This design comes from an exercise in tuning for small area on the open sky130 flow, not from production work.
In this exercise RTL edits were held to simulation tests only and were not proved equivalent to the original.
The flow treats the clock pin as an ideal source, which a real chip does not have.
Power figures rest on the tool's default switching activity, not on a simulated workload.

$ cat design/flow/config.mk
export PLATFORM = sky130hd
export DESIGN_NAME = usb2_packet
export DESIGN_NICKNAME = usb2_packet
export VERILOG_FILES = /design/flow/design.v
export SDC_FILE = /design/flow/constraint.sdc
export NUM_CORES = 4
export LEC_CHECK = 0
export CAP_MARGIN = 0
export CORE_MARGIN = 2
export CORE_UTILIZATION = 65
export PLACE_DENSITY = 0.8
export SLEW_MARGIN = 0
$ cat design/flow/constraint.sdc
create_clock -name core_clock -period 10.0 [get_ports {phy_clk}]
set_input_delay 2.0000 -clock core_clock [delete_from_list [all_inputs] [get_ports {phy_clk}]]
set_output_delay 2.0000 -clock core_clock [all_outputs]
set_load 0.01 [all_outputs]
$ cat design/flow/design.v
module usb2_crc16 (
input	wire	[15:0]	c,
input	wire	[7:0]	data,
output	wire	[15:0]	next_crc
);
	wire	[7:0]	d = {data[0], data[1], data[2], data[3],
						data[4], data[5], data[6], data[7]};
	assign next_crc = {
		^d[7:0] ^ ^c[15:7],
		c[6],
		c[5],
		c[4],
		c[3],
		c[2],
		d[7] ^ c[1] ^ c[15],
		^d[7:6] ^ ^c[0] ^ ^c[15:14],
		^d[6:5] ^ ^c[14:13],
		^d[5:4] ^ ^c[13:12],
		^d[4:3] ^ ^c[12:11],
		^d[3:2] ^ ^c[11:10],
		^d[2:1] ^ ^c[10:9],
		^d[1:0] ^ ^c[9:8],
		^d[7:1] ^ ^c[15:9],
		^d[7:0] ^ ^c[15:8]
	};
endmodule
module usb2_crc5 (
input	wire	[4:0]	c,
input	wire	[10:0]	data,
output	wire	[4:0]	next_crc
);
	wire	[10:0]	d = { 	data[0], data[1], data[2], data[3], data[4],
							data[5], data[6], data[7], data[8], data[9],
							data[10] };
	wire	[4:0]	q = {
		^d[10:9] ^ ^d[6:5] ^ d[3] ^ d[0] ^ c[0] ^ ^c[4:3],
		d[10] ^ ^d[7:6] ^ d[4] ^ d[1] ^ ^c[1:0] ^ c[4],
		^d[10:7] ^ d[6] ^ ^d[3:2] ^ d[0] ^ ^c[4:0],
		^d[10:7] ^^ d[4:3] ^ d[1] ^ ^c[4:1],
		^d[10:8] ^ ^d[5:4] ^ d[2] ^ ^c[4:2]
	};
	assign	next_crc = ~q;
endmodule
module usb2_packet (
input	wire			phy_clk,
input	wire			reset_n,
input	wire			in_act,
input	wire	[7:0]	in_byte,
input	wire			in_latch,
input	wire			out_cts,
input	wire			out_nxt,
output	wire	[7:0]	out_byte,
output	reg				out_latch,
output	reg				out_stp,
output	reg		[3:0]	sel_endp,
output	wire	[8:0]	buf_in_addr,
output	wire	[7:0]	buf_in_data,
output	wire			buf_in_wren,
input	wire			buf_in_ready,
output	reg				buf_in_commit,
output	reg		[9:0]	buf_in_commit_len,
input	wire			buf_in_commit_ack,
output	reg		[9:0]	buf_out_addr,
input	wire	[7:0]	buf_out_q,
input	wire	[9:0]	buf_out_len,
input	wire			buf_out_hasdata,
output	reg				buf_out_arm,
input	wire			buf_out_arm_ack,
input	wire	[1:0]	endp_mode,
output	reg				data_toggle_act,
input	wire	[1:0]	data_toggle,
input	wire	[6:0]	dev_addr,
output	reg				err_crc_pid,
output	reg				err_crc_tok,
output	reg				err_crc_pkt,
output	wire			err_pid_out_of_seq,
output	reg		[10:0]	dbg_frame_num,
output	wire	[2:0]	dbg_pkt_type
);
	parameter [3:0]	PID_TOKEN_OUT		= 4'hE,
					PID_TOKEN_IN		= 4'h6,
					PID_TOKEN_SOF		= 4'hA,
					PID_TOKEN_SETUP		= 4'h2,
					PID_TOKEN_PING		= 4'hB,
					PID_DATA_0			= 4'hC,
					PID_DATA_1			= 4'h4,
					PID_DATA_2			= 4'h8,
					PID_DATA_M			= 4'h0,
					PID_HAND_ACK		= 4'hD,
					PID_HAND_NAK		= 4'h5;
	parameter [2:0]	PKT_TYPE_UNDEF		= 3'h0,
					PKT_TYPE_TOKEN		= 3'h1,
					PKT_TYPE_DATA		= 3'h2,
					PKT_TYPE_HAND		= 3'h3,
					PKT_TYPE_SPEC		= 3'h4;
	parameter [1:0]	EP_MODE_ISOCH		= 2'd1;
	parameter [3:0]	PC_UNDEF			= 4'b0000,
					PC_DATA				= 4'b0010,
					PC_HAND				= 4'b0011,
					PC_ACK				= 4'b0111,
					PC_SPEC				= 4'b0100,
					PC_IN				= 4'b1001,
					PC_OUT				= 4'b1010,
					PC_SETUP			= 4'b1011,
					PC_SOF				= 4'b1100,
					PC_PING				= 4'b1101;
	parameter [2:0]	PS_ACK				= 3'b111,
					PS_NAK				= 3'b011;
	parameter [1:0]	PL_OTHER			= 2'd0,
					PL_IN				= 2'd1,
					PL_OUT				= 2'd2,
					PL_SETUP			= 2'd3;
	parameter [3:0]	ST_RST_0			= 4'd0,
					ST_RST_1			= 4'd1,
					ST_IDLE				= 4'd8,
					ST_IN_1				= 4'd12,
					ST_IN_TOK			= 4'd14,
					ST_IN_TOK_PING		= 4'd6,
					ST_PRE_EOP			= 4'd9,
					ST_WAIT_EOP			= 4'd10,
					ST_DATA_CRC			= 4'd13,
					ST_OUT_PRE_0		= 4'd2,
					ST_OUT_PRE_1		= 4'd3,
					ST_OUT_0			= 4'd4,
					ST_OUT_1			= 4'd5,
					ST_OUT_2			= 4'd7,
					ST_OUT_3			= 4'd15;
	reg				reset_1, reset_2;
	reg		[8:0]	buf_in_addr_2, buf_in_addr_1, buf_in_addr_0;
	reg		[7:0]	buf_in_data_1, buf_in_data_0;
	reg				buf_in_wren_1, buf_in_wren_0;
	reg				buf_in_ready_latch;
	reg				out_nxt_1;
	wire	[3:0]	pid			= in_byte[7:4];
	wire			pid_valid	= (pid == ~in_byte[3:0]);
	reg		[3:0]	pid_code;
	reg		[1:0]	pid_last;
	reg		[2:0]	pid_send;
	wire	[2:0]	pkt_type = {~pid_code[3] & pid_code[2] & ~pid_code[1],
								~pid_code[3] & pid_code[1],
								pid_code[3] | (pid_code[1] & pid_code[0])};
	wire	[2:0]	data_pid	= {~data_toggle[0], ~data_toggle[1], 1'b0};
	reg		[6:0]	tok_addr;
	reg		[6:0]	packet_token_addr_stored;
	reg		[6:0]	local_dev_addr;
	reg		[10:0]	bc;
	reg				bc_neg;
	wire	[10:0]	bc_inc = bc + 1'b1;
	wire			bc_hi0 = (bc[8:1] == 0);
	wire			bc_lt512 = bc_neg ? ((bc_hi0 && bc[10:9] == 0) || (bc >= 11'd1538)) : (bc < 512);
	wire	[3:0]	tok_endp_now	= {buf_in_data_1[2:0], buf_in_data_0[7]};
	wire	[4:0]	tok_crc5_now	= buf_in_data_1[7:3];
	wire	[10:0]	tok_frame_now	= {buf_in_data_1[2:0], buf_in_data_0};
	reg		[15:0]	crc16;
	reg				crc16_byte_sel;
	reg				crc_v;
	reg		[7:0]	crc_e;
	reg				crc_ok;
	wire	[15:0]	crc16_fix_out = ~{crc16[8], crc16[9], crc16[10], crc16[11],
									crc16[12], crc16[13], crc16[14], crc16[15],
									crc16[0], crc16[1], crc16[2], crc16[3],
									crc16[4], crc16[5], crc16[6], crc16[7]};
	reg		[3:0]	state;
	assign			buf_in_addr = buf_in_addr_0;
	assign			buf_in_data = buf_in_data_0;
	assign			buf_in_wren = buf_in_wren_0 && (state == ST_IN_1) && (pid_code == PC_DATA);
	reg				out_byte_buf;
	reg		[7:0]	out_byte_out;
	reg		[1:0]	out_byte_crc;
	wire	[7:0]	out_crc_mux = 	out_byte_crc[0] ? crc16_fix_out[15:8] : crc16_fix_out[7:0];
	wire	[7:0]	tx_byte		= out_byte_buf ? buf_out_q : out_byte_out;
	assign			out_byte	= 	out_byte_crc[1] ? out_crc_mux : tx_byte;
	assign dbg_pkt_type = pkt_type;
	assign err_pid_out_of_seq = 1'b0;
	wire	[4:0]	next_crc5;
	usb2_crc5 ic5 (
		.c			( 5'h1F ),
		.data		( tok_frame_now ),
		.next_crc	( next_crc5 )
	);
	wire	[15:0]	next_crc16;
	wire	[7:0]	crc16_byte	= crc16_byte_sel ? tx_byte : in_byte;
	usb2_crc16 ic16 (
		.c			( crc16 ),
		.data		( crc16_byte ),
		.next_crc	( next_crc16 )
	);
	wire			p_v		= crc16_byte_sel ? (in_byte == 8'h00) : (next_crc16[7:0] == 8'h02);
	wire	[7:0]	p_e		= crc16_byte_sel ? 8'h00 :
								({next_crc16[8], next_crc16[9], next_crc16[10], next_crc16[11],
								  next_crc16[12], next_crc16[13], next_crc16[14], next_crc16[15]} ^ 8'hbf);
always @(posedge phy_clk) begin
	out_nxt_1 <= out_nxt;
	{reset_2, reset_1} <= {reset_1, reset_n};
	if(in_latch) begin
		{buf_in_addr_1, buf_in_addr_0} <= {buf_in_addr_2, buf_in_addr_1};
		{buf_in_data_1, buf_in_data_0} <= {in_byte, buf_in_data_1};
		{buf_in_wren_1, buf_in_wren_0} <= {bc_lt512 && buf_in_ready_latch &&
											(packet_token_addr_stored == dev_addr), buf_in_wren_1};
	end
	out_stp <= 0;
	buf_in_commit <= 0;
	buf_out_arm <= 0;
	data_toggle_act <= 0;
	case(state)
	ST_RST_0: begin
		state <= ST_RST_1;
	end
	ST_RST_1: begin
		state <= ST_IDLE;
	end
	ST_IDLE: begin
		if(in_act & in_latch) begin
			if(pid_valid) begin
				pid_last <= (pid_code[3:2] == 2'b10) ? pid_code[1:0] : PL_OTHER;
				case(pid)
				PID_TOKEN_OUT:		pid_code <= PC_OUT;
				PID_TOKEN_IN:		pid_code <= PC_IN;
				PID_TOKEN_SOF:		pid_code <= PC_SOF;
				PID_TOKEN_SETUP:	pid_code <= PC_SETUP;
				PID_TOKEN_PING:		pid_code <= PC_PING;
				PID_HAND_ACK:		pid_code <= PC_ACK;
				default:
					case(pid[1:0])
					2'b00:	pid_code <= PC_DATA;
					2'b01:	pid_code <= PC_HAND;
					default:	pid_code <= PC_SPEC;
					endcase
				endcase
				bc <= 0;
				bc_neg <= 0;
				buf_in_addr_2 <= 0;
				state <= ST_IN_1;
				buf_in_ready_latch <= buf_in_ready;
			end else begin
				err_crc_pid <= 1;
				state <= ST_WAIT_EOP;
			end
		end
	end
	ST_IN_1: begin
		crc16_byte_sel <= 0;
		if(in_latch) begin
			bc <= bc_inc;
			buf_in_addr_2 <= bc_inc[8:0];
			crc16 <= next_crc16;
			crc_ok <= crc_v && (in_byte == crc_e);
			crc_v <= p_v;
			crc_e <= p_e;
			if(pid_code[3]) begin
				if(bc == 0) tok_addr <= in_byte[6:0];
				if(bc == 1) state <= ST_IN_TOK;
			end
		end
		if(~in_act) begin
			state <= ST_IDLE;
			if(packet_token_addr_stored == local_dev_addr) begin
				if(pid_code == PC_ACK) begin
					data_toggle_act <= 1;
					if(pid_last == PL_IN) buf_out_arm <= 1;
				end
			end
			if(tok_addr == local_dev_addr) begin
				if(pid_last == PL_OUT && bc == 2) begin
					pid_send <= PS_ACK;
					bc <= 0;
					state <= ST_OUT_0;
					buf_in_commit <= 1;
					buf_in_commit_len <= 0;
				end else if(pid_last == PL_OUT || pid_last == PL_SETUP) begin
					state <= ST_DATA_CRC;
					buf_in_commit <= 1;
					buf_in_commit_len <= {bc[9] ^ bc_hi0,
						bc_hi0 ? {8'hff, bc[0]} : buf_in_addr_0};
				end
			end
		end
	end
	ST_IN_TOK: begin
		state <= ST_WAIT_EOP;
		if(tok_crc5_now != next_crc5) begin
			err_crc_tok <= 1;
			state <= ST_PRE_EOP;
		end
		if(pid_code == PC_SOF)
			dbg_frame_num <= tok_frame_now;
		if(tok_addr == local_dev_addr) begin
			case(pid_code)
			PC_IN: begin
				local_dev_addr <= dev_addr;
				state <= ST_OUT_PRE_0;
			end
			PC_PING: begin
				bc <= 0;
				state <= ST_IN_TOK_PING;
			end
			endcase
			if(pid_code != PC_SOF)
				sel_endp <= tok_endp_now;
		end
		if(pid_code != PC_SOF)
			packet_token_addr_stored <= tok_addr;
	end
	ST_IN_TOK_PING: begin
		bc <= bc_inc;
		if(bc == 7) begin
			pid_send <= buf_in_ready ? PS_ACK : PS_NAK;
			bc <= 0;
			state <= ST_OUT_0;
		end
	end
	ST_PRE_EOP: begin
		state <= ST_WAIT_EOP;
	end
	ST_WAIT_EOP: begin
		out_latch <= 0;
		if(~in_act) state <= ST_IDLE;
	end
	ST_DATA_CRC: begin
		if(crc_ok) begin
			pid_send <= buf_in_ready_latch ? PS_ACK : PS_NAK;
			bc <= 0;
			state <= (endp_mode == EP_MODE_ISOCH) ? ST_WAIT_EOP : ST_OUT_0;
		end else begin
			err_crc_pkt <= 1;
			state <= ST_WAIT_EOP;
		end
	end
	ST_OUT_PRE_0: begin
		bc <= 0;
		pid_send <= data_pid;
		state <= ST_OUT_PRE_1;
	end
	ST_OUT_PRE_1: begin
		bc <= bc_inc;
		if(buf_out_hasdata) begin
			bc <= {1'b1, ~buf_out_len};
			bc_neg <= 1;
			state <= ST_OUT_0;
		end else if(bc == 31) begin
			pid_send <= PS_NAK;
			bc <= 0;
			state <= (endp_mode == EP_MODE_ISOCH) ? ST_WAIT_EOP : ST_OUT_0;
		end
	end
	ST_OUT_0: begin
		crc16_byte_sel <= 1;
		out_byte_buf <= 0;
		if(out_cts) state <= ST_OUT_1;
	end
	ST_OUT_1: begin
		out_byte_out <= {4'h4, ~pid_send[2:1], 1'b1, ~pid_send[0]};
		out_latch <= 1;
		buf_out_addr <= 0;
		state <= ST_OUT_2;
	end
	ST_OUT_2: begin
		out_latch <= 1'b0;
		if(bc != {10'd0, bc_neg}) begin
			out_latch <= 1;
			state <= ST_OUT_3;
		end else begin
			if(out_nxt) begin
				out_stp <= 1;
				if(endp_mode == EP_MODE_ISOCH) begin
					data_toggle_act <= 1;
					buf_out_arm <= 1;
				end
				state <= ST_WAIT_EOP;
			end
		end
	end
	ST_OUT_3: begin
		if(out_nxt) begin
			if(bc == 1) begin
				out_stp <= 1;
				state <= ST_WAIT_EOP;
				out_byte_crc <= 2'b00;
			end else begin
				out_byte_buf <= 1;
			end
			buf_out_addr <= buf_out_addr + 1'b1;
			bc <= bc_inc;
			if(buf_out_addr > 0 && (bc[10:1] != 0))
				crc16 <= next_crc16;
			if(bc == 11'h7ff) out_byte_crc <= 2'b11;
			if(bc == 11'h000) out_byte_crc <= 2'b10;
		end
		if(~out_nxt & out_nxt_1) begin
			out_byte_out <= buf_out_q;
			out_byte_buf <= 0;
		end
	end
	default: state <= ST_RST_0;
	endcase
	if(state == ST_RST_0) begin
		bc <= 0;
		bc_neg <= 0;
		crc_e <= 0;
		pid_last <= PL_OTHER;
		pid_send <= 0;
		err_crc_pid <= 0;
		err_crc_tok <= 0;
		err_crc_pkt <= 0;
		pid_code <= PC_UNDEF;
		local_dev_addr <= 0;
		tok_addr <= 0;
		packet_token_addr_stored <= 0;
		sel_endp <= 0;
		dbg_frame_num <= 0;
		crc_v <= 0;
		crc_ok <= 0;
		crc16_byte_sel <= 0;
		{buf_in_addr_2, buf_in_addr_1, buf_in_addr_0} <= 0;
		{buf_in_data_1, buf_in_data_0} <= 0;
		{buf_in_wren_1, buf_in_wren_0} <= 0;
		buf_in_ready_latch <= 0;
		buf_in_commit_len <= 0;
		buf_out_addr <= 0;
		out_byte_buf <= 0;
		out_byte_out <= 0;
		out_byte_crc <= 0;
		out_latch <= 0;
	end
	if((state == ST_IDLE && in_act && in_latch && pid_valid) || state == ST_OUT_0)
		crc16 <= 16'hffff;
	if(~reset_2) begin
		state <= ST_RST_0;
	end
end
endmodule
$ cat design/flow/flow/run.sh
#!/bin/bash
# Own layout flow:
#  1. the standard synthesis (bash standard.sh synth);
#  2. a second synthesis of the same design with an area-oriented ABC script in
#     place of ORFS's speed script (everything before ABC, and so every
#     register, is the same as in the standard synthesis);
#  3. area-oriented re-mapping of the combinational logic of both netlists with
#     several ABC seeds, registers kept as they are; each candidate is proved
#     equivalent to the standard netlist (registers paired by name) and the
#     smallest one replaces the standard netlist;
#  4. the standard ORFS layout from there, with buf_1 port buffers and a clock
#     tree built from clkbuf_8, then sized down where the clock slew allows.
# Every tool writes its full output to a log_*.txt file in this folder.
set -uo pipefail
WORK=$(pwd)
LIB=$FLOW_HOME/platforms/sky130hd/lib/sky130_fd_sc_hd__tt_025C_1v80.lib
R=$WORK/orfs/results/sky130hd/usb2_packet/base
TOP=$FLOW_TOP
DU="-dont_use *lpflow* -dont_use *probe* -dont_use *clkdly* -dont_use *dlygate* -dont_use *dlymetal* -dont_use *clkbuf* -dont_use *clkinv*"

# 1. standard synthesis
bash standard.sh synth > $WORK/log_synth_std.txt 2>&1 || exit 1
cp $R/1_2_yosys.v $WORK/std_netlist.v

regs() { grep -oE "sky130_fd_sc_hd__(df|edf|sdf|dl|sedf)[a-z0-9_]* +[^ ]+ *\(" "$1" | sed 's/ *($//' | sort; }
regs $WORK/std_netlist.v > $WORK/std_regs.txt

# 2. area-oriented synthesis
cat > $WORK/my_abc.script <<'EOA'
strash; &get -n; &st; &deepsyn -T 30; &dch -f; &nf -R 1000; &put; strash; &get -n; &st; &dch -f; &nf -R 1000; &put
EOA
cat > $WORK/my_synth.tcl <<EOT
proc abc {args} {
  set out {}
  set skip 0
  foreach a \$args {
    if {\$skip} { set skip 0; continue }
    if {\$a eq "-script"} { set skip 1; lappend out -script $WORK/my_abc.script; continue }
    if {\$a eq "-D"} { set skip 1; continue }
    lappend out \$a
  }
  yosys abc {*}\$out
}
source $WORK/synth_recipe.tcl
EOT
sed -e "s|WORK_HOME=[^ ]*|WORK_HOME=$WORK/myorfs|" -e "s|SYNTH_SCRIPT=[^ ]*|SYNTH_SCRIPT=$WORK/my_synth.tcl|" -e '/^if /,$d' standard.sh > $WORK/my_synth.sh
CANDS="std"
if bash $WORK/my_synth.sh synth > $WORK/log_synth_my.txt 2>&1; then
  cp $WORK/myorfs/results/sky130hd/usb2_packet/base/1_2_yosys.v $WORK/my_netlist.v
  regs $WORK/my_netlist.v > $WORK/my_regs.txt
  if cmp -s $WORK/std_regs.txt $WORK/my_regs.txt; then CANDS="std my"; fi
fi

resyn() { # resyn IN.v TAG SEED
  local IN=$1 TAG=$2 S=$3
  local FLOPS
  FLOPS=$(grep -o "sky130_fd_sc_hd__[a-z0-9_]*" $IN | sort -u | grep -E "__(df|edf|sdf|dl[a-z]|sedf|conb)" | tr '\n' ' ')
  echo "strash; &get -n; &st; &deepsyn -T 30 -S $S; &dch -f; &nf -R 1000; &put; strash; &get -n; &st; &dch -f; &nf -R 1000; &put" > $WORK/rs_$TAG.abc
  cat > $WORK/rs_$TAG.ys <<EOY
read_liberty -ignore_miss_func $LIB
setattr -mod -set blackbox 1 $FLOPS
read_verilog $IN
hierarchy -top $TOP
flatten
opt -purge
abc -liberty $LIB $DU -script $WORK/rs_$TAG.abc
opt_clean -purge
hilomap -singleton -hicell sky130_fd_sc_hd__conb_1 HI -locell sky130_fd_sc_hd__conb_1 LO
splitnets
opt_clean -purge
tee -o $WORK/rs_$TAG.stat stat -liberty $LIB
select $TOP
write_verilog -noattr -selected $WORK/rs_$TAG.v
EOY
  yosys -l $WORK/log_rs_$TAG.txt $WORK/rs_$TAG.ys > /dev/null 2>&1
}
check() { # check CAND.v TAG -> prints area if equivalent to std netlist with the same registers
  local V=$1 TAG=$2
  [[ -f $V ]] || return 1
  regs $V > $WORK/regs_$TAG.txt
  cmp -s $WORK/std_regs.txt $WORK/regs_$TAG.txt || return 1
  cat > $WORK/eq_$TAG.ys <<EOY
read_liberty -ignore_miss_func $LIB
read_verilog $WORK/std_netlist.v
rename $TOP gold
read_verilog $V
rename $TOP gate
rename -hide gold/c:_*_
rename -hide gate/c:_*_
rename -hide gold/w:_*_
rename -hide gate/w:_*_
flatten gold gate
opt_clean
equiv_make gold gate equiv
hierarchy -top equiv
equiv_simple -seq 2
equiv_induct
equiv_status -assert
EOY
  yosys -l $WORK/log_eq_$TAG.txt $WORK/eq_$TAG.ys > /dev/null 2>&1 || return 1
  return 0
}
area() { grep "Chip area" $1 | awk '{print $NF}'; }

# 3. round 1: 5 seeds on each starting netlist
for C in $CANDS; do
  for S in 1 2 3 4 5; do resyn $WORK/${C}_netlist.v r1_${C}_$S $S & done
done
wait
BEST=""; BESTA=1e18
pick() { # pick TAG
  local TAG=$1 A
  [[ -f $WORK/rs_$TAG.stat ]] || return
  A=$(area $WORK/rs_$TAG.stat)
  if python3 -c "import sys; sys.exit(0 if float('$A') < float('$BESTA') else 1)"; then
    if check $WORK/rs_$TAG.v $TAG; then BEST=$TAG; BESTA=$A; fi
  fi
}
for C in $CANDS; do for S in 1 2 3 4 5; do pick r1_${C}_$S; done; done
echo "round 1 best: ${BEST:-none} $BESTA" >> $WORK/log_resyn_choice.txt
if [[ -n "$BEST" ]]; then
  B1=$BEST
  for S in 6 7 8 9 10 11; do resyn $WORK/rs_$B1.v r2_$S $S & done
  wait
  for S in 6 7 8 9 10 11; do pick r2_$S; done
  echo "round 2 best: $BEST $BESTA" >> $WORK/log_resyn_choice.txt
  B2=$BEST
  for S in 12 13 14 15; do resyn $WORK/rs_$B2.v r3_$S $S & done
  wait
  for S in 12 13 14 15; do pick r3_$S; done
  echo "round 3 best: $BEST $BESTA" >> $WORK/log_resyn_choice.txt
  cp $WORK/rs_$BEST.v $R/1_2_yosys.v
  touch $R/1_2_yosys.v
  rm -f $R/1_synth.odb $R/1_synth.sdc
  bash standard.sh synth > $WORK/log_synth_odb.txt 2>&1 || exit 1
fi

# 4. layout
export BUFFER_PORTS_ARGS="-buffer_cell sky130_fd_sc_hd__buf_1"
export CTS_ARGS="-sink_clustering_enable -repair_clock_nets -dont_use_dummy_load -buf_list sky130_fd_sc_hd__clkbuf_8"
export POST_CTS_TCL=$WORK/flow/post_cts.tcl
bash standard.sh > $WORK/log_layout.txt 2>&1
$ cat design/flow/flow/post_cts.tcl
proc clk_max_slew {} {
  set ms 0
  foreach pin [get_pins -hierarchical */CLK] { set s [get_property $pin slew_max]; if {$s > $ms} {set ms $s} }
  return $ms
}
proc clk_downsize {limit smaller_list} {
  set changed 0
  foreach inst [get_cells *] {
    set m [get_property $inst ref_name]
    if {![string match "sky130_fd_sc_hd__clkbuf_*" $m]} continue
    foreach cand $smaller_list {
      set ca [get_property [get_lib_cells */$cand] area]
      set ma [get_property [get_lib_cells */$m] area]
      if {$ca >= $ma} continue
      replace_cell $inst [get_lib_cells */$cand]
      estimate_parasitics -placement
      if {[clk_max_slew] <= $limit} { set m $cand; incr changed; break } else { replace_cell $inst [get_lib_cells */$m]; estimate_parasitics -placement }
    }
  }
  return $changed
}
estimate_parasitics -placement
puts "post_cts: clock slew before [clk_max_slew]"
set n [clk_downsize 0.110 {sky130_fd_sc_hd__clkbuf_2 sky130_fd_sc_hd__clkbuf_4}]
puts "post_cts: downsized $n clock buffers, clock slew now [clk_max_slew]"
detailed_placement
estimate_parasitics -placement
$ cat design/flow/standard.sh
#!/bin/bash
# synth_recipe.tcl (not shown) runs the flow's synth.tcl, then flattens the netlist and writes it again
# the make line also repeats each setting of config.mk as NAME=value (left out here)
make -C /OpenROAD-flow-scripts/flow DESIGN_CONFIG=/design/flow/config.mk WORK_HOME=/design/flow/orfs CLKGATE_MAP_FILE= SYNTH_SCRIPT=/design/flow/synth_recipe.tcl "${@:-finish}"
==> results.py, run 1 <==
metrics = {
    "hold_path": {
        "hold_depth": 0,
        "holdPathEnd": "reset_2",
        "hold_class": "reg2reg",
        "hp-start": "reset_1",
    },
    "clock_network": {
        "clock_latency_ns": 0.84,
        "cts.sinks": 176,
        "clkTransAtPathRegs_ns": 0.09,
        "cts_tree": "built",
    },
    "power_and_ir_drop": {
        "switching_share": 0.3962,
        "power_w": 0.001824,
        "pwr_density_cell_nw_per_um2": 223.9,
        "p_clk_frac": 0.188,
        "combPwrFrac": 0.343,
        "pwr-share-seq": 0.469,
        "power.leakage_nw": 3.140,
        "p_sw_w": 0.0007226,
        "p_int_w": 0.001101,
        "irDropWorstVdd_v": 0.0001817,
    },
    "floorplanning": {
        "num_rows": 38,
        "die_w_um": 110,
        "top_level_ports": 120,
        "start_util": 0.6708,
        "dieArea_um2": 12100,
        "die_h_um": 110,
        "fp.coreArea_um2": 10890,
    },
    "final_layout": {
        "final_nets": 962,
        "layout.cells.non_filler": 1053,
        "layout_common_cells": "dfxtp_1 (176), buf_1 (116), a22o_1 (90)",
        "antenna_cells": 0,
        "multi_input_area_um2": 3707,
        "drive_gt1_frac": 0.02410,
        "final_common_cell": "dfxtp_1",
        "area_growth_pct": 11.55,
        "nFillCells": 819,
        "seq_area_um2": 3523,
    },
    "worst_setup_path": {
        "critPathMaxFanout": 4,
        "worstSetupStartpointType": "input pin",
        "cp-end-kind": "output pin",
        "r2r-end": "crc16[1]",
        "r2r-start": "bc[5]",
        "critPathKind": "in2out",
        "r2r_cells": 10,
        "cp.arrival_ns": 2.89,
        "worstPathRequired_ns": 8.00,
        "r2r_slack_ns": 5.84,
    },
    "synth": {
        "avgSynthCellArea_um2": 9.411,
        "netlist_area_um2": 7303,
        "synth_warnings": 1,
        "syn_inst": 776,
        "synth_nets": 823,
    },
    "placed_design": {
        "dp_hpwl_um": 14170,
        "place.gp.congestion": 0.9685,
        "place_inst": 1036,
        "io_buffer_count": 116,
    },
    "global_route": {
        "grt_pass1_vias": 6218,
        "grt_max_degree": 37,
        "grt-ovfl-total": 0,
        "antenna_found_initial": 0,
        "grt_pass1_wl_um": 30840,
        "track_usage": 0.3307,
    },
    "routing": {
        "drc": 0,
        "drtIter0Drc": 771,
        "detail-route-antenna-nets": 0,
        "avgViaCountPerCell": 6.501,
        "num_vias": 6846,
        "drt_wl_total_um": 19720,
        "dr.pass1.iters": 8,
        "wire_per_inst_um": 18.72,
    },
    "sta": {
        "fin_skew_ns": 0.04243,
        "hold_viol": 0,
        "maxSlewViolCount": 0,
        "rsz0062_at_grt": "no",
        "tightest_slew_ns": 1.170,
        "fmax_ghz": 0.2046,
        "finalCriticalPeriod_ns": 4.887,
        "fin_crit_sh": 0.4887,
        "maxSlewHeadroom": 0.2183,
        "finalSetupViolCount": 0,
        "fin_tns_setup_ns": 0,
    },
    "job": {
        "maxCapViolations": 0,
    },
    "outcome": {
        "outcome": "finished clean",
    },
}
power groups by stage:
stage,Sequential [W],Combinational [W],Clock [W]
6_report,0.000855,0.000626,0.000342
5_1_grt,0.000864,0.000688,0.000370
3_5_place_dp,0.000868,0.000611,0
3_3_place_gp,0.000866,0.000588,0
2_1_floorplan,0.000842,0.000444,0
how the worst max path moves through the flow:
stage / startpoint / cells past startpoint / end / slack, ns
floorplan: buf_out_q[5] / 2 / out_byte[5] / 5.41
finish: buf_out_q[6] / 5 / out_byte[6] / 5.11
global route: buf_out_q[6] / 5 / out_byte[6] / 5.06
detailed placement: in_byte[4] / 11 / bc[9] / 4.64
global placement: in_byte[4] / 11 / bc[9] / 4.87
sequential cells by signal (all words and copies together) (netlist names), 7 cells and up:
| name | flops |
|---|---|
| buf_out_addr | 10 |
| buf_in_data_0 | 8 |
| bc | 11 |
| crc16 | 16 |
| local_dev_addr | 7 |
| packet_token_addr_stored | 7 |
| buf_in_commit_len | 10 |
| tok_addr | 7 |
| buf_in_addr_0 | 9 |
| out_byte_out | 8 |
| crc_e | 8 |
| buf_in_addr_1 | 9 |
| buf_in_data_1 | 8 |
| dbg_frame_num | 11 |
| buf_in_addr_2 | 9 |
worst max-delay path: stages:
cell	delay, ns
buf_1	0.12
mux2_1	0.22
nor2_1	0.06
a221oi_1	0.30
buf_1	0.19
final cells by class:
class,instances,area share
tap,140,0.02150
multi-input combinational,580,0.4551
clock buffer,17,0.02457
timing repair buffer,120,0.05713
inverter,20,0.009215
sequential,176,0.4325
stage by stage:
| stage | instance area (um^2) | util | setup slack (ns) | hold slack, ns |
|---|---|---|---|---|
| floorplan | 7303 | - | 5.413 | 0.3096 |
| global placement | 7946 | 0.7298 | 4.866 | 0.3157 |
| detailed placement | 7946 | 0.7298 | 4.643 | 0.3229 |
| global route | 8147 | 0.7482 | 5.064 | 0.3772 |
| finish | 8147 | 0.7482 | 5.113 | 0.3667 |
per-layer routing:
| layer | up-vias | wire [um] | global-route usage |
|---|---|---|---|
| li1 | 3204 | - | - |
| met1 | 3252 | 8226 | 0.4215 |
| met2 | 345 | 9400 | 0.5495 |
| met3 | 45 | 1673 | 0.08348 |
| met4 | 0 | 415 | 0.1067 |
| met5 | - | 0 | 0 |
==> run 2, diff against run 1 <==
--- a/design/flow/design.v
+++ b/design/flow/design.v
@@ -128,3 +128,3 @@
 	reg				reset_1, reset_2;
-	reg		[8:0]	buf_in_addr_2, buf_in_addr_1, buf_in_addr_0;
+	reg		[8:0]	buf_in_addr_1, buf_in_addr_0;
 	reg		[7:0]	buf_in_data_1, buf_in_data_0;
@@ -146,5 +146,10 @@
 	reg		[10:0]	bc;
-	reg				bc_neg;
+	parameter [1:0]	A2_BC = 2'd0, A2_TWO = 2'd1, A2_LEN = 2'd2, A2_NEG = 2'd3;
+	reg		[1:0]	a2_mode;
+	reg				a2_p;
+	wire			bc_neg = (a2_mode == A2_NEG);
 	wire	[10:0]	bc_inc = bc + 1'b1;
 	wire			bc_hi0 = (bc[8:1] == 0);
+	wire	[8:0]	buf_in_addr_2 = (a2_mode == A2_BC) ? bc[8:0] :
+								(a2_mode == A2_LEN) ? (buf_in_commit_len[8:0] + 9'd2 + a2_p) : 9'd2;
 	wire			bc_lt512 = bc_neg ? ((bc_hi0 && bc[10:9] == 0) || (bc >= 11'd1538)) : (bc < 512);
@@ -230,4 +235,3 @@
 				bc <= 0;
-				bc_neg <= 0;
-				buf_in_addr_2 <= 0;
+				a2_mode <= A2_BC;
 				state <= ST_IN_1;
@@ -244,3 +248,2 @@
 			bc <= bc_inc;
-			buf_in_addr_2 <= bc_inc[8:0];
 			crc16 <= next_crc16;
@@ -256,2 +259,3 @@
 			state <= ST_IDLE;
+			a2_p <= in_latch;
 			if(packet_token_addr_stored == local_dev_addr) begin
@@ -266,2 +270,3 @@
 					bc <= 0;
+					a2_mode <= A2_LEN;
 					state <= ST_OUT_0;
@@ -294,2 +299,3 @@
 				bc <= 0;
+				a2_mode <= A2_TWO;
 				state <= ST_IN_TOK_PING;
@@ -322,2 +328,3 @@
 			bc <= 0;
+			a2_mode <= A2_LEN;
 			state <= (endp_mode == EP_MODE_ISOCH) ? ST_WAIT_EOP : ST_OUT_0;
@@ -330,2 +337,3 @@
 		bc <= 0;
+		a2_mode <= A2_TWO;
 		pid_send <= data_pid;
@@ -337,3 +345,3 @@
 			bc <= {1'b1, ~buf_out_len};
-			bc_neg <= 1;
+			a2_mode <= A2_NEG;
 			state <= ST_OUT_0;
@@ -397,3 +405,2 @@
 		bc <= 0;
-		bc_neg <= 0;
 		crc_e <= 0;
@@ -413,3 +420,5 @@
 		crc16_byte_sel <= 0;
-		{buf_in_addr_2, buf_in_addr_1, buf_in_addr_0} <= 0;
+		{buf_in_addr_1, buf_in_addr_0} <= 0;
+		a2_mode <= A2_BC;
+		a2_p <= 0;
 		{buf_in_data_1, buf_in_data_0} <= 0;
==> results.py, run 2 <==
metrics = {
    "power_and_ir_drop": {
        "p_sw_w": 0.0009843,
        "switching_share": 0.4464,
        "power.leakage_nw": 2.996,
        "pwr-share-seq": 0.414,
        "p_clk_frac": 0.146,
        "p_int_w": 0.001221,
        "pwr_density_cell_nw_per_um2": 274.5,
        "combPwrFrac": 0.441,
        "irDropWorstVdd_v": 0.0002418,
    },
    "worst_setup_path": {
        "worstSetupStartpointType": "input pin",
        "cp-end-kind": "output pin",
        "cp.arrival_ns": 2.81,
        "worstPathRequired_ns": 8.00,
        "cp-startpoint": "buf_out_q[0]",
        "r2r-start": "bc[7]",
        "r2r_slack_ns": 6.19,
        "critPathMaxFanout": 2,
        "r2r_cells": 12,
        "r2r-end": "state[2]",
        "critPathKind": "in2out",
    },
    "floorplanning": {
        "top_level_ports": 120,
        "start_util": 0.6644,
        "fp.coreArea_um2": 10790,
        "die_w_um": 109.0,
        "dieArea_um2": 11890,
        "num_rows": 38,
        "die_h_um": 109.0,
    },
    "sta": {
        "fmax_ghz": 0.2077,
        "fin_skew_ns": 0.03979,
        "tightest_slew_ns": 1.145,
        "fin_tns_setup_ns": 0,
        "maxSlewViolCount": 0,
        "rsz0062_at_grt": "no",
        "fin_crit_sh": 0.4814,
        "fin_ws_ns": 5.186,
        "hold_ws_ns": 0.3402,
        "hold_viol": 0,
        "maxSlewHeadroom": 0.2303,
        "finalCriticalPeriod_ns": 4.814,
        "finalSetupViolCount": 0,
    },
    "routing": {
        "drc": 0,
        "drt_wl_total_um": 20370,
        "avgViaCountPerCell": 6.451,
        "num_vias": 6857,
        "dr.pass1.iters": 5,
        "wire_per_inst_um": 19.16,
        "drtIter0Drc": 701,
        "detail-route-antenna-nets": 0,
    },
    "synth": {
        "synth_nets": 828,
        "syn_inst": 781,
        "avgSynthCellArea_um2": 9.181,
        "synth_warnings": 1,
        "netlist_area_um2": 7171,
    },
    "hold_path": {
        "hp-start": "reset_1",
        "holdPathEnd": "reset_2",
        "hold_class": "reg2reg",
        "hold_depth": 0,
    },
    "global_route": {
        "grt_pass1_vias": 6493,
        "track_usage": 0.3523,
        "grt_max_degree": 37,
        "antenna_found_initial": 1,
        "grt-ovfl-total": 0,
        "grt_pass1_wl_um": 32270,
    },
    "clock_network": {
        "cts.sinks": 169,
        "clkTransAtPathRegs_ns": 0.09,
        "cts_tree": "built",
        "clock_latency_ns": 0.79,
    },
    "final_layout": {
        "regMostFlops": "crc16",
        "area_growth_pct": 12.04,
        "layout_common_cells": "dfxtp_1 (169), buf_1 (116), a22o_1 (74)",
        "final_nets": 971,
        "final_common_cell": "dfxtp_1",
        "drive_gt1_frac": 0.02820,
        "largest_reg_flops": 16,
        "top_regs": "crc16 x16, bc x11, dbg_frame_num x11",
    },
    "outcome": {
        "outcome": "finished clean",
    },
    "placed_design": {
        "dp_worst_setup_slack_ns": 5.204,
        "dp_hpwl_um": 14670,
        "io_buffer_count": 116,
        "place.gp.congestion": 0.9641,
    },
    "job": {
        "maxCapViolations": 0,
    },
}
-- run 2: stage by stage --
step | util | cells | area, um^2 | power, W
floorplan | - | 781 | 7171 | 0.001557
global placement | 0.7268 | 1045 | 7844 | 0.001835
detailed placement | 0.7268 | 1045 | 7844 | 0.001867
global route | 0.7444 | 1063 | 8034 | 0.002341
finish | 0.7444 | 1063 | 8034 | 0.002205
-- run 2: worst max-delay path, cell delays in order --
cell and delay, ns:
buf_1 0.11, mux2i_1 0.16, a222oi_1 0.36, buf_1 0.19
-- run 2: per-layer routing --
layer / global-route usage / vias to the layer above / share of wire
met1: 0.4439 / 3237 / 0.41
met3: 0.08129 / 61 / 0.079
met2: 0.5759 / 346 / 0.48
met4: 0.1566 / 0 / 0.032
met5: 0 / - / 0
li1: - / 3213 / -
-- run 2: power by group through the flow --
stage / clock network (W) / logic (W) / registers, W
global placement: 0 / 0.000917 / 0.000918
global route: 0.000342 / 0.00107 / 0.000926
floorplan: 0 / 0.000674 / 0.000883
finish: 0.000321 / 0.000971 / 0.000913
detailed placement: 0 / 0.000945 / 0.000922
-- run 2: final cells by class --
cell class              instances  area [um^2]
multi-input cells             593         3719
flip-flops and latches        169         3383
fillers                       867         2759
repair buffers                124        495.5
clock buffers                  17        187.7
well taps                     140        175.2
inverters                      19        71.32
diodes                          1        2.502
-- run 2: how the worst max path moves through the flow --
stage	to	cells past startpoint	slack, ns
after detailed placement	out_byte[0]	4	5.20
after global placement	out_byte[7]	5	5.24
after floorplan	a2_mode[0]	9	5.03
after global routing	out_byte[0]	4	5.08
final	out_byte[0]	4	5.19
==> run 3, diff against run 2 <==
--- a/design/flow/design.v
+++ b/design/flow/design.v
@@ -148,3 +148,2 @@
 	reg		[1:0]	a2_mode;
-	reg				a2_p;
 	wire			bc_neg = (a2_mode == A2_NEG);
@@ -152,5 +151,5 @@
 	wire			bc_hi0 = (bc[8:1] == 0);
-	wire	[8:0]	buf_in_addr_2 = (a2_mode == A2_BC) ? bc[8:0] :
-								(a2_mode == A2_LEN) ? (buf_in_commit_len[8:0] + 9'd2 + a2_p) : 9'd2;
-	wire			bc_lt512 = bc_neg ? ((bc_hi0 && bc[10:9] == 0) || (bc >= 11'd1538)) : (bc < 512);
+	wire	[8:0]	buf_in_addr_2 = (a2_mode[0] == 1'b0) ? bc[8:0] : 9'd2;
+	wire			bc_zero = (a2_mode == A2_LEN);
+	wire			bc_lt512 = bc_zero || (bc_neg ? ((bc_hi0 && bc[10:9] == 0) || (bc >= 11'd1538)) : (bc < 512));
 	wire	[3:0]	tok_endp_now	= {buf_in_data_1[2:0], buf_in_data_0[7]};
@@ -259,3 +258,2 @@
 			state <= ST_IDLE;
-			a2_p <= in_latch;
 			if(packet_token_addr_stored == local_dev_addr) begin
@@ -269,3 +267,2 @@
 					pid_send <= PS_ACK;
-					bc <= 0;
 					a2_mode <= A2_LEN;
@@ -327,3 +324,2 @@
 			pid_send <= buf_in_ready_latch ? PS_ACK : PS_NAK;
-			bc <= 0;
 			a2_mode <= A2_LEN;
@@ -366,3 +362,3 @@
 		out_latch <= 1'b0;
-		if(bc != {10'd0, bc_neg}) begin
+		if(!bc_zero && bc != {10'd0, bc_neg}) begin
 			out_latch <= 1;
@@ -422,3 +418,2 @@
 		a2_mode <= A2_BC;
-		a2_p <= 0;
 		{buf_in_data_1, buf_in_data_0} <= 0;
==> results.py, run 3 <==
metrics = {
    "clock_network": {
        "cts_tree": "built",
        "clkTransAtPathRegs_ns": 0.11,
        "cts.sinks": 168,
        "clock_latency_ns": 0.84,
    },
    "sta": {
        "fin_skew_ns": 0.04757,
        "tightest_slew_ns": 1.352,
        "finalCriticalPeriod_ns": 5.908,
        "maxSlewHeadroom": 0.09558,
        "fin_tns_setup_ns": 0,
        "fin_ws_ns": 4.092,
        "finalSetupViolCount": 0,
        "hold_ws_ns": 0.3393,
        "hold_viol": 0,
        "fin_crit_sh": 0.5908,
        "rsz0062_at_grt": "no",
        "maxSlewViolCount": 0,
        "fmax_ghz": 0.1693,
    },
    "routing": {
        "drt_wl_total_um": 18790,
        "met1Wirelength_um": 7781,
        "drtIter0Drc": 609,
        "wire_per_inst_um": 18.57,
        "drc": 0,
        "highest_layer": "met4",
        "num_vias": 6430,
        "route.met2.wl_um": 8997,
        "dr.pass1.iters": 7,
        "detail-route-antenna-nets": 0,
        "wl_met3_um": 1424,
        "avgViaCountPerCell": 6.354,
    },
    "worst_setup_path": {
        "slowest_stage": "nor3_2",
        "critPathMostFrequentCell": "nand2_1",
        "cp.arrival_ns": 6.61,
        "worstSetupStartpointType": "input pin",
        "crit_chain": "buf_1 -> a22o_1 -> a221oi_1 -> o221ai_1 -> nor3_1 -> nand2_1 -> a21oi_1 -> inv_1 -> nor3_2 -> mux2i_1 -> a31oi_1 -> nand2_1 -> a311oi_1 -> nand2_1 -> a21oi_1 -> a21boi_0 -> o31a_1",
        "r2r-end": "state[2]",
        "r2r-start": "state[3]",
        "r2r_slack_ns": 5.24,
        "cp-end-kind": "flip-flop",
        "r2r_cells": 16,
        "critPathMaxFanout": 11,
        "worstPathRequired_ns": 10.70,
        "cpPeakStageDelay_ns": 0.65,
        "critPathKind": "in2reg",
    },
    "floorplanning": {
        "num_rows": 37,
        "die_h_um": 107.5,
        "die_w_um": 107.5,
        "top_level_ports": 120,
        "dieArea_um2": 11550,
        "fp.coreArea_um2": 10370,
        "start_util": 0.6708,
    },
    "final_layout": {
        "final_nets": 925,
        "antenna_cells": 0,
        "layout_common_cells": "dfxtp_1 (168), buf_1 (116), a22o_1 (84)",
        "regMostFlops": "crc16",
        "final_common_cell": "dfxtp_1",
        "nFillCells": 776,
        "drive_gt1_frac": 0.02626,
        "area_growth_pct": 12.03,
        "largest_reg_flops": 16,
        "top_regs": "crc16 x16, bc x11, dbg_frame_num x11",
        "layout.cells.non_filler": 1012,
    },
    "synth": {
        "syn_inst": 739,
        "synth_nets": 786,
        "synth_warnings": 1,
        "netlist_area_um2": 6957,
        "avgSynthCellArea_um2": 9.414,
    },
    "placed_design": {
        "place_inst": 995,
        "dp_worst_setup_slack_ns": 2.926,
        "place.gp.congestion": 0.9562,
        "dp_hpwl_um": 13650,
        "io_buffer_count": 116,
    },
    "hold_path": {
        "hold_class": "reg2reg",
        "hold_depth": 0,
        "hp-start": "reset_1",
        "holdPathEnd": "reset_2",
    },
    "power_and_ir_drop": {
        "irDropWorstVdd_v": 0.0002588,
        "power_w": 0.002112,
        "power.leakage_nw": 2.945,
        "pwr_density_cell_nw_per_um2": 271.0,
    },
    "global_route": {
        "grt-ovfl-total": 0,
        "grt_pass1_wl_um": 29440,
        "antenna_found_initial": 0,
        "grt_max_degree": 37,
        "grt_pass1_vias": 5930,
        "track_usage": 0.3264,
    },
    "outcome": {
        "outcome": "finished clean",
    },
    "job": {
        "maxCapViolations": 0,
    },
}
[run 3: final cells by class]
class | count | area [um^2] | share of cell area
clock buffer | 17 | 193.9 | 0.02488
inverter | 12 | 45.04 | 0.005779
multi-input combinational | 559 | 3556 | 0.4563
sequential | 168 | 3363 | 0.4315
tap | 136 | 170.2 | 0.02183
timing repair buffer | 120 | 465.4 | 0.05972
[run 3: through the flow]
stage,area [um^2],utilization
6_report,7794,0.7516
3_5_place_dp,7595,0.7324
2_1_floorplan,6957,-
3_3_place_gp,7595,0.7324
5_1_grt,7794,0.7516
[run 3: routing by layer]
layer	vias up	track usage
li1	3019	-
met2	339	0.5398
met1	3024	0.4184
met3	48	0.05993
met4	0	0.1429
met5	-	0
[run 3: where the power goes]
group	total (W)	internal [W]	switching, W
clock network	0.000328	0.000122	0.000206
logic	0.000857	0.000320	0.000538
registers	0.000927	0.000781	0.000146
[run 3: worst max-delay path, delay by kind of cell]
family,cells,cell delay (ns)
AOI/OAI and AO/OA,9,2.29
buffers and inverters,2,0.35
muxes,1,0.34
and+or+nand+nor,5,1.61
[run 3: worst max-delay path by stage]
| stage | startpoint | end | slack (ns) | depth (start not counted) |
|---|---|---|---|---|
| finish | in_byte[7] | state[2] | 4.09 | 17 |
| global placement | in_byte[7] | state[2] | 3.11 | 17 |
| detailed placement | in_byte[7] | state[2] | 2.93 | 17 |
| global route | in_byte[7] | state[2] | 3.63 | 17 |
| floorplan | in_byte[3] | state[2] | 4.29 | 16 |

## port drivers added, routing unchanged
No port has a modelled driver above. Below, the same layouts with a new extraction and two added sets of constraints. Step 1: set_driving_cell puts a clkbuf_16 on phy_clk and a buf_2 on each other input, an assumption about the parent block. Step 2 also shifts input and output timing later by t, the mid clock arrival at the registers, as if the neighbouring blocks saw the same clock. a / b / c = ideal ports / drivers / drivers and shift; a / b = the first two.
run	t, ns	slack for setup (ns)	hold WS [ns]	clock arrival spread, ns	slew at the worst register clock pin (ns)
run 1	0.853	5.113 / 5.081 / 4.483	0.367 / 0.367 / 0.367	0.043 / 0.043	0.11 / 0.11
run 2	0.804	5.186 / 5.154 / 5.154	0.340 / 0.340 / 0.340	0.041 / 0.041	0.11 / 0.11
run 3	0.850	4.092 / 4.104 / 3.254	0.339 / 0.339 / 0.339	0.047 / 0.048	0.11 / 0.11
After both steps setup and hold are still met in every run listed. For run 3, which loses most, drivers alone change the setup slack by +0.012 ns; drivers and shift together by -0.838 ns.
